What follows belongs to an exercise in optimizing a design on an open flow for small area; a production flow would make more cautious choices. Only simulation tests tie the RTL to the original design; equivalence was not proved. The clock input has no modelled driver; a real chip could not lean on it and would need a root buffer or a full tree. Power figures rest on the tool's default switching activity, not on a simulated workload.

Setup of tundra:
Design Digital_Clock, start of the top module:
module Digital_Clock(
    input clk,
    input rst,
    input IO_BTN_C, IO_BTN_U, IO_BTN_L, IO_BTN_R, IO_BTN_D,
    input [0:0] IO_SWITCH,
    output [6:0] IO_SSEG, output [3:0] IO_SSEG_SEL,
    output [0:0] IO_LED
    );
Size in the first run: about 290 cells after synthesis, roughly 54 flip-flops, ~2400 um^2 of cells after synthesis.
clock: 10.0 ns
lec_check: 0
cap_margin: 20
core_margin: 2
core_utilization: 35
place_density: 0.6
slew_margin: 20
standard.sh (not shown) runs the stock make flow with config.mk's settings and CLKGATE_MAP_FILE= SYNTH_SCRIPT=/design/flow/synth_recipe.tcl, a recipe that flattens the netlist after the stock synthesis.
==> flow/flow/run.sh <==
#!/bin/bash
# Own layout flow: the standard ORFS flow (standard.sh), with three changes:
#  - synthesis maps the logic with flow/abc_deep.script (deeper area-oriented
#    ABC optimisation) instead of ORFS's ABC script, and leaves adders to ABC
#    (no separate half/full adder cells); registers come out exactly as in
#    the standard synthesis;
#  - port buffers use sky130_fd_sc_hd__buf_1;
#  - CTS does not add dummy loads.
set -euo pipefail
W=$PWD
cp flow/abc_deep.script abc_deep.script
{
  echo "proc abc {args} {"
  echo "  set i [lsearch -exact \$args -script]"
  echo "  if {\$i >= 0} { lset args [expr {\$i + 1}] $W/abc_deep.script }"
  echo "  yosys abc {*}\$args"
  echo "}"
  echo "source $W/synth_recipe.tcl"
} > own_synth.tcl
bash standard.sh SYNTH_SCRIPT=$W/own_synth.tcl ADDER_MAP_FILE= \
  "BUFFER_PORTS_ARGS=-buffer_cell sky130_fd_sc_hd__buf_1" \
  "CTS_ARGS=-sink_clustering_enable -repair_clock_nets -dont_use_dummy_load -buf_list sky130_fd_sc_hd__clkbuf_8 -root_buf sky130_fd_sc_hd__clkbuf_8 -sink_clustering_size 28 -sink_clustering_max_diameter 120" \
  finish > flow.log 2>&1
==> flow/flow/abc_deep.script <==
strash
&get -n
&deepsyn -T 20
&put
dch -f
amap
topo
#### Input delta (fjord over tundra)
--- a/flow/flow/run.sh
+++ b/flow/flow/run.sh
@@ -20,4 +20,4 @@
 bash standard.sh SYNTH_SCRIPT=$W/own_synth.tcl ADDER_MAP_FILE= \
   "BUFFER_PORTS_ARGS=-buffer_cell sky130_fd_sc_hd__buf_1" \
-  "CTS_ARGS=-sink_clustering_enable -repair_clock_nets -dont_use_dummy_load -buf_list sky130_fd_sc_hd__clkbuf_8 -root_buf sky130_fd_sc_hd__clkbuf_8 -sink_clustering_size 28 -sink_clustering_max_diameter 120" \
+  "CTS_ARGS=-sink_clustering_enable -repair_clock_nets -dont_use_dummy_load -buf_list sky130_fd_sc_hd__clkbuf_4 -root_buf sky130_fd_sc_hd__clkbuf_8 -sink_clustering_size 10 -sink_clustering_max_diameter 50" \
   finish > flow.log 2>&1
## What came out
fjord finished every step from synthesis to the final layout, and the layout passed the timing, DRC and antenna checks. Status: clock power share parity (tundra, fjord). From tundra to fjord, wire length the detailed router placed on met1 did not move at all. Delta (fjord minus tundra): net switching power has remained practically unchanged, global-route total usage across every layer shows no meaningful change, total power stayed essentially flat, register area share after synthesis held, sum of routed wire length over all layers essentially unchanged. Final worst-path setup slack: fjord vs tundra identical. Reported for tundra and fjord, total negative slack for setup checks turned out identical to the last digit. Vertical die dimension came out exactly the same in tundra and fjord.
For umber, these inputs were changed with respect to fjord:
Settings: CORE_UTILIZATION changed from 35 to 60; PLACE_DENSITY changed from 0.6 to 0.75.
--- a/flow/flow/run.sh
+++ b/flow/flow/run.sh
@@ -20,4 +20,4 @@
 bash standard.sh SYNTH_SCRIPT=$W/own_synth.tcl ADDER_MAP_FILE= \
   "BUFFER_PORTS_ARGS=-buffer_cell sky130_fd_sc_hd__buf_1" \
-  "CTS_ARGS=-sink_clustering_enable -repair_clock_nets -dont_use_dummy_load -buf_list sky130_fd_sc_hd__clkbuf_4 -root_buf sky130_fd_sc_hd__clkbuf_8 -sink_clustering_size 10 -sink_clustering_max_diameter 50" \
+  "CTS_ARGS=-sink_clustering_enable -repair_clock_nets -dont_use_dummy_load" \
   finish > flow.log 2>&1
==> comparison <==
The die used by umber is smaller than the one used by fjord. In umber, routing usage on met3 is higher than in fjord. umber vs. fjord: synthesis-to-layout area growth fell by 1.5 points; signal arrival time at the worst endpoint roughly the same; post-place instance area fell by 1.4%; total wirelength of the detailed-routed design now sits lower. For power after layout, fjord and umber come out practically identical.

## lane 1
The RTL this note starts from:
==> flow/design.v <==
module sevseg (
    input  [3:0] d,
    output [6:0] seg
    );
    assign seg[0] = (d[2] & ~d[1] & ~d[0]) | (~d[3] & ~d[2] & ~d[1] & d[0]);
    assign seg[1] = (d[2] & d[1] & ~d[0]) | (d[2] & ~d[1] & d[0]);
    assign seg[2] = ~d[2] & d[1] & ~d[0];
    assign seg[3] = (d[2] & ~d[1] & ~d[0]) | (~d[2] & ~d[1] & d[0]) | (d[2] & d[1] & d[0]);
    assign seg[4] = d[0] | (d[2] & ~d[1]);
    assign seg[5] = (~d[2] & d[1]) | (d[1] & d[0]) | (~d[3] & ~d[2] & d[0]);
    assign seg[6] = (~d[3] & ~d[2] & ~d[1]) | (d[2] & d[1] & d[0]);
endmodule
module Digital_Clock(
    input clk,
    input rst,
    input IO_BTN_C, IO_BTN_U, IO_BTN_L, IO_BTN_R, IO_BTN_D,
    input [0:0] IO_SWITCH,
    output [6:0] IO_SSEG, output [3:0] IO_SSEG_SEL,
    output [0:0] IO_LED
    );
    reg [1:0] ca;
    reg [2:0] cj;
    reg       mode;          
    reg [5:0] Seconds;       
    reg [2:0] mt;            
    reg [3:0] mo;            
    reg       hpm;           
    reg [3:0] hq;
    reg       current_bit;
    reg       Military_or_AMPM;
    reg       AM_PM;
    assign IO_LED[0] = AM_PM;
    wire cj5   = cj[2] & ~cj[1];
    wire ctr5  = ca[1] | ca[0] | cj5;            
    wire ctr23 = ca[1] & ~ca[0] & cj5;           
    wire tick  = mode & ctr5;                    
    wire tickm = tick & ~current_bit;
    wire tickh = tick & current_bit;
    wire sec60 = Seconds[5] & ~Seconds[4] & ~Seconds[2] & ~Seconds[1] & ~Seconds[0];
    wire [5:0] sec_inc = {Seconds[4:0], ~(Seconds[5] ^ Seconds[4])};
    wire min60 = mt[2] & mt[1];
    wire mo9   = mo[3] & mo[0];
    wire mo0   = ~(mo[3] | mo[2] | mo[1] | mo[0]);
    wire m_nz  = ~mo0 | (mt != 3'd0);
    wire h_nz;
    wire dn = IO_BTN_D, up = IO_BTN_U;
    wire dec_m = tickm & dn & (m_nz | h_nz);
    wire inc_m = sec60 | (tickm & up & ~(dn & (m_nz | h_nz)));
    wire dec_h = dn & h_nz & (tickh | (tickm & ~m_nz));
    wire inc_h = min60 | (tickh & up & ~(dn & h_nz));
    wire ci_m = inc_m & mo9;
    wire bi_m = dec_m & mo0;
    wire [3:0] n_mo; wire [2:0] n_mt; wire [4:0] n_h; wire [3:0] hd4; wire hsel;
    wire [0:0] h_nzv;
    assign h_nz = h_nzv[0];
    assign n_mo[0] = (~mo[0] & dec_m) | (~mo[0] & inc_m) | (mo[0] & ~inc_m & ~dec_m);
    assign n_mo[1] = (mo[1] & mo[0] & ~inc_m) | (mo[3] & ~mo[0] & dec_m) | (mo[1] & ~mo[0] & ~dec_m) | (~mo[3] & ~mo[1] & mo[0] & inc_m) | (mo[2] & ~mo[1] & ~mo[0] & dec_m);
    assign n_mo[2] = (mo[2] & ~mo[0] & ~dec_m) | (mo[3] & ~mo[0] & dec_m) | (mo[2] & ~mo[1] & mo[0]) | (mo[2] & mo[1] & ~inc_m) | (~mo[2] & mo[1] & mo[0] & inc_m);
    assign n_mo[3] = (mo[3] & ~mo[0] & ~dec_m) | (mo[3] & mo[0] & ~inc_m) | (mo[2] & mo[1] & mo[0] & inc_m) | (~mo[3] & ~mo[2] & ~mo[1] & ~mo[0] & dec_m);
    assign n_mt[0] = (~mt[0] & bi_m) | (~mt[0] & ci_m) | (mt[0] & ~ci_m & ~bi_m);
    assign n_mt[1] = (mt[1] & mt[0] & ~ci_m) | (mt[2] & ~mt[0] & bi_m) | (~mt[1] & mt[0] & ci_m) | (~mt[2] & mt[1] & ~mt[0] & ~bi_m);
    assign n_mt[2] = (mt[2] & mt[0]) | (mt[1] & mt[0] & ci_m) | (mt[2] & ~mt[1] & ~bi_m) | (~mt[2] & ~mt[1] & ~mt[0] & bi_m);
    assign n_h[0] = (~hq[0] & dec_h) | (~hq[0] & inc_h) | (hq[0] & ~inc_h & ~dec_h);
    assign n_h[1] = (hq[1] & ~hq[0] & ~dec_h) | (hq[1] & hq[0] & ~inc_h) | (~hq[1] & ~hq[0] & dec_h) | (~hq[1] & hq[0] & inc_h);
    assign n_h[2] = (hq[2] & ~hq[1] & hq[0]) | (hq[2] & hq[1] & ~inc_h) | (~hq[3] & hq[2] & ~hq[0] & ~dec_h) | (hq[3] & ~hq[1] & ~hq[0] & dec_h) | (hpm & ~hq[2] & hq[1] & hq[0] & inc_h) | (~hq[3] & ~hq[2] & hq[1] & hq[0] & inc_h);
    assign n_h[3] = (hpm & hq[3] & hq[1]) | (hq[3] & ~hq[1] & hq[0]) | (hq[3] & hq[1] & ~inc_h) | (hq[2] & hq[1] & hq[0] & inc_h) | (hq[3] & ~hq[2] & ~hq[0] & ~dec_h) | (~hq[3] & ~hq[2] & ~hq[1] & ~hq[0] & dec_h);
    assign n_h[4] = (hpm & hq[1]) | (hpm & ~hq[2] & ~dec_h) | (hpm & hq[3] & dec_h) | (hpm & ~hq[3] & hq[2]) | (hq[3] & hq[1] & hq[0] & inc_h) | (~hq[3] & ~hq[2] & ~hq[1] & hq[0] & dec_h);
    assign hd4[0] = (~hsel & hq[0]) | (hsel & Military_or_AMPM & hpm & ~hq[3]) | (hsel & ~Military_or_AMPM & hq[3] & hq[2]) | (hsel & ~hpm & hq[3] & hq[1]) | (hsel & ~Military_or_AMPM & hq[3] & hq[1]) | (hsel & ~Military_or_AMPM & ~hq[3] & ~hq[2] & ~hq[1] & ~hq[0]);
    assign hd4[1] = (~hsel & ~hpm & ~hq[3] & hq[1]) | (hsel & Military_or_AMPM & hpm & hq[3]) | (~hsel & ~Military_or_AMPM & ~hq[3] & hq[1]) | (~hsel & Military_or_AMPM & hpm & ~hq[3] & ~hq[1]) | (Military_or_AMPM & hpm & hq[3] & hq[1]) | (~hsel & ~Military_or_AMPM & ~hq[3] & ~hq[2] & ~hq[0]) | (~hsel & ~Military_or_AMPM & hq[3] & hq[2]);
    assign hd4[2] = (~hsel & ~hpm & hq[2]) | (~hsel & ~Military_or_AMPM & ~hq[3] & hq[2]) | (~hsel & Military_or_AMPM & hq[2] & ~hq[1]) | (~hsel & Military_or_AMPM & hpm & ~hq[3] & ~hq[2] & hq[1]);
    assign hd4[3] = (~hsel & ~hpm & hq[3] & ~hq[1]) | (~hsel & Military_or_AMPM & hpm & hq[2] & hq[1]) | (~hsel & ~Military_or_AMPM & hq[3] & ~hq[2] & ~hq[1]);
    assign h_nzv[0] = (hpm) | (hq[3]) | (hq[2]) | (hq[0]) | (hq[1]);
    reg [2:0] ph;
    reg [1:0] cl;
    reg       fr;                
    wire blank = ~ph[2] & ph[1] & ~ph[0];
    wire wrap  = ph[2] & ~ph[1];
    wire ph0   = ~ph[2] & ~ph[0];
    wire [1:0] cl_n = wrap ? cl + 2'd1 : cl;
    assign hsel = cl_n[0];
    reg [3:0] dig;
    always @(*) begin
        case (cl_n)
            2'b00: dig = mo;
            2'b01: dig = {1'b0, mt};
            2'b10: dig = hd4;
            default: dig = hd4;
        endcase
    end
    reg [3:0] cd;                
    reg [3:0] L0, L2;            
    reg [2:0] L1;
    reg [1:0] L3;
    reg [3:0] O;                 
    always @(posedge clk) begin
        if (rst) begin
            ca <= 2'd0; cj <= 3'd0;
            mode <= 1'b1;
            Seconds <= 6'd0;
            mt <= 3'd0; mo <= 4'd0; hpm <= 1'b0; hq <= 4'd0;
            current_bit <= 1'b0;
            AM_PM <= 1'b0;
            ph <= 3'b010;
            fr <= 1'b1;
            cl <= 2'd0;
            cd <= 4'd0;
        end else begin
            if (tick) begin
                ca <= 2'd0; cj <= 3'd0;
            end else begin
                cj <= {cj[1:0], ~cj[2]};
                if (cj5) ca <= {ca[0], ~ca[1]};
            end
            if (IO_BTN_C) mode <= ~mode;
            if (sec60) Seconds <= 6'd0;
            else if (!mode) begin
                if (ctr23) Seconds <= sec_inc;
                else if (IO_BTN_C) Seconds <= 6'd0;
            end
            mt <= n_mt; mo <= n_mo; {hpm, hq} <= n_h;
            if (!mode && IO_BTN_C) current_bit <= 1'b0;
            else if (tick && (IO_BTN_L || IO_BTN_R)) current_bit <= ~current_bit;
            AM_PM <= !Military_or_AMPM && hpm;
            ph <= {ph[1] & (ph[2] | ph[0]), ph[0], ~ph[2]};
            if (wrap && cl == 2'b11) fr <= 1'b0;
            cl <= cl_n;
            cd <= dig;
            case (cl)
                2'b00: L0 <= cd;
                2'b01: L1 <= cd[2:0];
                2'b10: L2 <= cd;
                default: L3 <= cd[1:0];
            endcase
        end
        Military_or_AMPM <= IO_SWITCH[0];
        if (fr && ph0) O <= 4'd8;
        else case (cl)
            2'b00: O <= L0;
            2'b01: O <= {1'b0, L1};
            2'b10: O <= L2;
            default: O <= {2'b0, L3};
        endcase
    end
    wire [6:0] seg;
    sevseg decoder(.d(O), .seg(seg));
    assign IO_SSEG = seg | {7{blank}};
    wire [1:0] clp = ph0 ? cl - 2'd1 : cl;   
    assign IO_SSEG_SEL = {4{blank}} | {~(clp == 2'b11), ~(clp == 2'b10), ~(clp == 2'b01), ~(clp == 2'b00)};
endmodule
export LEC_CHECK = 0
export CAP_MARGIN = 20
export CORE_MARGIN = 2
export CORE_UTILIZATION = 60
export PLACE_DENSITY = 0.75
export SLEW_MARGIN = 20
create_clock -name core_clock -period 10.0 [get_ports {clk}]
==> flow/flow/run.sh <==
#!/bin/bash
# Own layout flow: the standard ORFS flow (standard.sh), with three changes:
#  - synthesis maps the logic with flow/abc_deep.script (deeper area-oriented
#    ABC optimisation) instead of ORFS's ABC script, and leaves adders to ABC
#    (no separate half/full adder cells); registers come out exactly as in
#    the standard synthesis;
#  - port buffers use sky130_fd_sc_hd__buf_1;
#  - after CTS, flow/own_cts.tcl (POST_CTS_TCL hook) replaces the clock
#    tree with two clkbuf_16 leaf buffers fed straight from the clock port.
set -euo pipefail
W=$PWD
cp flow/abc_deep.script abc_deep.script
{
  echo "proc abc {args} {"
  echo "  set i [lsearch -exact \$args -script]"
  echo "  if {\$i >= 0} { lset args [expr {\$i + 1}] $W/abc_deep.script }"
  echo "  yosys abc {*}\$args"
  echo "}"
  echo "source $W/synth_recipe.tcl"
} > own_synth.tcl
bash standard.sh SYNTH_SCRIPT=$W/own_synth.tcl ADDER_MAP_FILE= \
  "BUFFER_PORTS_ARGS=-buffer_cell sky130_fd_sc_hd__buf_1" \
  "CTS_ARGS=-sink_clustering_enable -repair_clock_nets -dont_use_dummy_load" \
  POST_CTS_TCL=$W/flow/own_cts.tcl \
  finish > flow.log 2>&1
==> flow/flow/own_cts.tcl <==
# POST_CTS_TCL hook: replace the clock tree TritonCTS built with K leaf
# buffers driven straight from the clock port (the port then feeds K <= 4
# cell pins). Flip-flops are grouped into K clusters by position (k-means)
# and each cluster gets one buffer at its centre. All registers still see
# the same clock path (port -> one buffer), so no register is skewed on
# purpose.
proc own_clock_tree {K bufname} {
  set block [ord::get_db_block]
  set db [ord::get_db]
  set clk [$block findNet clk]
  # walk the tree from the port: clock cells to remove, register pins to keep
  set sinks {}
  set tree {}
  set todo [list $clk]
  while {[llength $todo]} {
    set net [lindex $todo 0]; set todo [lrange $todo 1 end]
    foreach it [$net getITerms] {
      if {![$it isInputSignal]} continue
      set inst [$it getInst]
      set m [[$inst getMaster] getName]
      if {[string match "*__clkbuf_*" $m] || [string match "*__clkinv_*" $m] || [string match "*__buf_*" $m] || [string match "*__inv_*" $m]} {
        lappend tree $inst
        foreach o [$inst getITerms] {
          if {[$o isOutputSignal] && [$o getNet] != "NULL"} { lappend todo [$o getNet] }
        }
      } else {
        lappend sinks $it
      }
    }
  }
  set oldnets {}
  foreach inst $tree {
    foreach o [$inst getITerms] { if {[$o isOutputSignal] && [$o getNet] != "NULL"} { lappend oldnets [$o getNet] } }
    odb::dbInst_destroy $inst
  }
  foreach it $sinks { $it disconnect }
  foreach net $oldnets { odb::dbNet_destroy $net }
  set pts {}
  foreach it $sinks {
    set b [[$it getInst] getBBox]
    lappend pts [list [expr {([$b xMin] + [$b xMax]) / 2.0}] [expr {([$b yMin] + [$b yMax]) / 2.0}]]
  }
  set n [llength $pts]
  set sorted [lsort -real -index 0 $pts]
  set cents {}
  for {set k 0} {$k < $K} {incr k} { lappend cents [lindex $sorted [expr {int(($k + 0.5) * $n / $K)}]] }
  for {set iter 0} {$iter < 50} {incr iter} {
    set assign {}
    foreach p $pts {
      set best 0; set bd 1e30
      for {set k 0} {$k < $K} {incr k} {
        set c [lindex $cents $k]
        set d [expr {abs([lindex $p 0] - [lindex $c 0]) + abs([lindex $p 1] - [lindex $c 1])}]
        if {$d < $bd} { set bd $d; set best $k }
      }
      lappend assign $best
    }
    set nc {}
    for {set k 0} {$k < $K} {incr k} {
      set sx 0; set sy 0; set c 0
      foreach p $pts a $assign {
        if {$a == $k} { set sx [expr {$sx + [lindex $p 0]}]; set sy [expr {$sy + [lindex $p 1]}]; incr c }
      }
      if {$c > 0} { lappend nc [list [expr {$sx / $c}] [expr {$sy / $c}]] } else { lappend nc [lindex $cents $k] }
    }
    set cents $nc
  }
  set master [$db findMaster $bufname]
  for {set k 0} {$k < $K} {incr k} {
    set inst [odb::dbInst_create $block $master "clkleaf_$k"]
    set net [odb::dbNet_create $block "clknet_leaf_$k"]
    $net setSigType CLOCK
    [$inst findITerm A] connect $clk
    [$inst findITerm X] connect $net
    set c [lindex $cents $k]
    $inst setLocation [expr {int([lindex $c 0])}] [expr {int([lindex $c 1])}]
    $inst setPlacementStatus PLACED
    set cnt 0
    foreach it $sinks a $assign { if {$a == $k} { $it connect $net; incr cnt } }
    puts "own clock tree: leaf $k ($bufname) drives $cnt clock pins"
  }
  puts "own clock tree: removed [llength $tree] TritonCTS cells"
}
own_clock_tree 2 sky130_fd_sc_hd__clkbuf_16
detailed_placement
check_placement -verbose
estimate_parasitics -placement
Scripts as last shown in full above: flow/flow/abc_deep.script
Edits applied to the flow inputs when going from lane 1 to lane 2:
-- flow/flow/run.sh --
<<< lane 1, line 7
#  - port buffers use sky130_fd_sc_hd__buf_1;
#  - after CTS, flow/own_cts.tcl (POST_CTS_TCL hook) replaces the clock
#    tree with two clkbuf_16 leaf buffers fed straight from the clock port.
set -euo pipefail
W=$PWD
>>> lane 2, line 7
#  - port buffers use sky130_fd_sc_hd__buf_1;
#  - after CTS, flow/own_cts.tcl (POST_CTS_TCL hook) replaces the clock
#    tree with three clkbuf_8 leaf buffers fed straight from the clock port.
set -euo pipefail
W=$PWD
-- flow/flow/own_cts.tcl --
<<< lane 1, line 2
# buffers driven straight from the clock port (the port then feeds K <= 4
# cell pins). Flip-flops are grouped into K clusters by position (k-means)
# and each cluster gets one buffer at its centre. All registers still see
# the same clock path (port -> one buffer), so no register is skewed on
# purpose.
>>> lane 2, line 2
# buffers driven straight from the clock port (the port then feeds K <= 4
# cell pins). Flip-flops are grouped into K clusters by position (k-means)
# (balanced: at most ceil(n/K) each) and each cluster gets one buffer at
# its centre. All registers still see
# the same clock path (port -> one buffer), so no register is skewed on
# purpose.
<<< lane 1, line 45
  set cents {}
  for {set k 0} {$k < $K} {incr k} { lappend cents [lindex $sorted [expr {int(($k + 0.5) * $n / $K)}]] }
  for {set iter 0} {$iter < 50} {incr iter} {
    set assign {}
    foreach p $pts {
      set best 0; set bd 1e30
      for {set k 0} {$k < $K} {incr k} {
        set c [lindex $cents $k]
        set d [expr {abs([lindex $p 0] - [lindex $c 0]) + abs([lindex $p 1] - [lindex $c 1])}]
        if {$d < $bd} { set bd $d; set best $k }
      }
      lappend assign $best
    }
    set nc {}
>>> lane 2, line 46
  set cents {}
  for {set k 0} {$k < $K} {incr k} { lappend cents [lindex $sorted [expr {int(($k + 0.5) * $n / $K)}]] }
  # k-means with a cap on cluster size (balanced clusters)
  set cap [expr {($n + $K - 1) / $K}]
  for {set iter 0} {$iter < 50} {incr iter} {
    # all (distance, point, cluster) pairs, assigned greedily by distance
    set pairs {}
    set i 0
    foreach p $pts {
      for {set k 0} {$k < $K} {incr k} {
        set c [lindex $cents $k]
        lappend pairs [list [expr {abs([lindex $p 0] - [lindex $c 0]) + abs([lindex $p 1] - [lindex $c 1])}] $i $k]
      }
      incr i
    }
    set pairs [lsort -real -index 0 $pairs]
    set assign [lrepeat $n -1]
    set size [lrepeat $K 0]
    foreach pr $pairs {
      lassign $pr d i k
      if {[lindex $assign $i] >= 0 || [lindex $size $k] >= $cap} continue
      lset assign $i $k
      lset size $k [expr {[lindex $size $k] + 1}]
    }
    set nc {}
<<< lane 1, line 82
  puts "own clock tree: removed [llength $tree] TritonCTS cells"
}
own_clock_tree 2 sky130_fd_sc_hd__clkbuf_16
detailed_placement
check_placement -verbose
>>> lane 2, line 94
  puts "own clock tree: removed [llength $tree] TritonCTS cells"
}
own_clock_tree 3 sky130_fd_sc_hd__clkbuf_8
detailed_placement
check_placement -verbose
Findings:
Delta (lane 2 minus lane 1): floorplan die width now sits at about the same level, layout overhead on the synthesized area now sits lower, weighted congestion at the end of routability-driven global placement now sits lower, simple-gate portion of the synthesized area now sits lower.
The fmax of lane 2 falls short of that of lane 1 by 0.0012 GHz.
Area after synthesis: lane 1 vs lane 2, no meaningful difference
In every run of this note, the design's own scripts or RTL, not TritonCTS, make the clock network.

[re-timing with driven ports]
In the flow no input, the clock included, has a driving cell. The finished layouts below were timed again as built, in two steps. Step 1: set_driving_cell puts a clkbuf_16 on clk and a buf_2 on each other input, an assumption about the parent block. Step 2 moves the port delays by t, midway between the first and last clock arrival at a register: inputs arrive t later, outputs are due t later. That takes back most of the time a late clock gives input paths. Slacks: ideal ports / drivers / drivers and shift; pairs: ideal ports / drivers.
run	t (ns)	setup WS [ns]	hold WS [ns]	cell pins on the clock port's net
tundra	0.322	6.088 / 6.060 / 6.238	0.406 / 0.406 / 0.406	1
fjord	0.322	6.088 / 6.060 / 6.238	0.406 / 0.406 / 0.406	1
umber	0.331	6.078 / 6.050 / 6.227	0.435 / 0.435 / 0.435	1
lane 1	0.206	6.310 / 6.263 / 6.397	0.434 / 0.434 / 0.434	2
lane 2	0.207	6.294 / 6.246 / 6.402	0.422 / 0.422 / 0.422	3
After both steps every run listed still meets setup and hold.
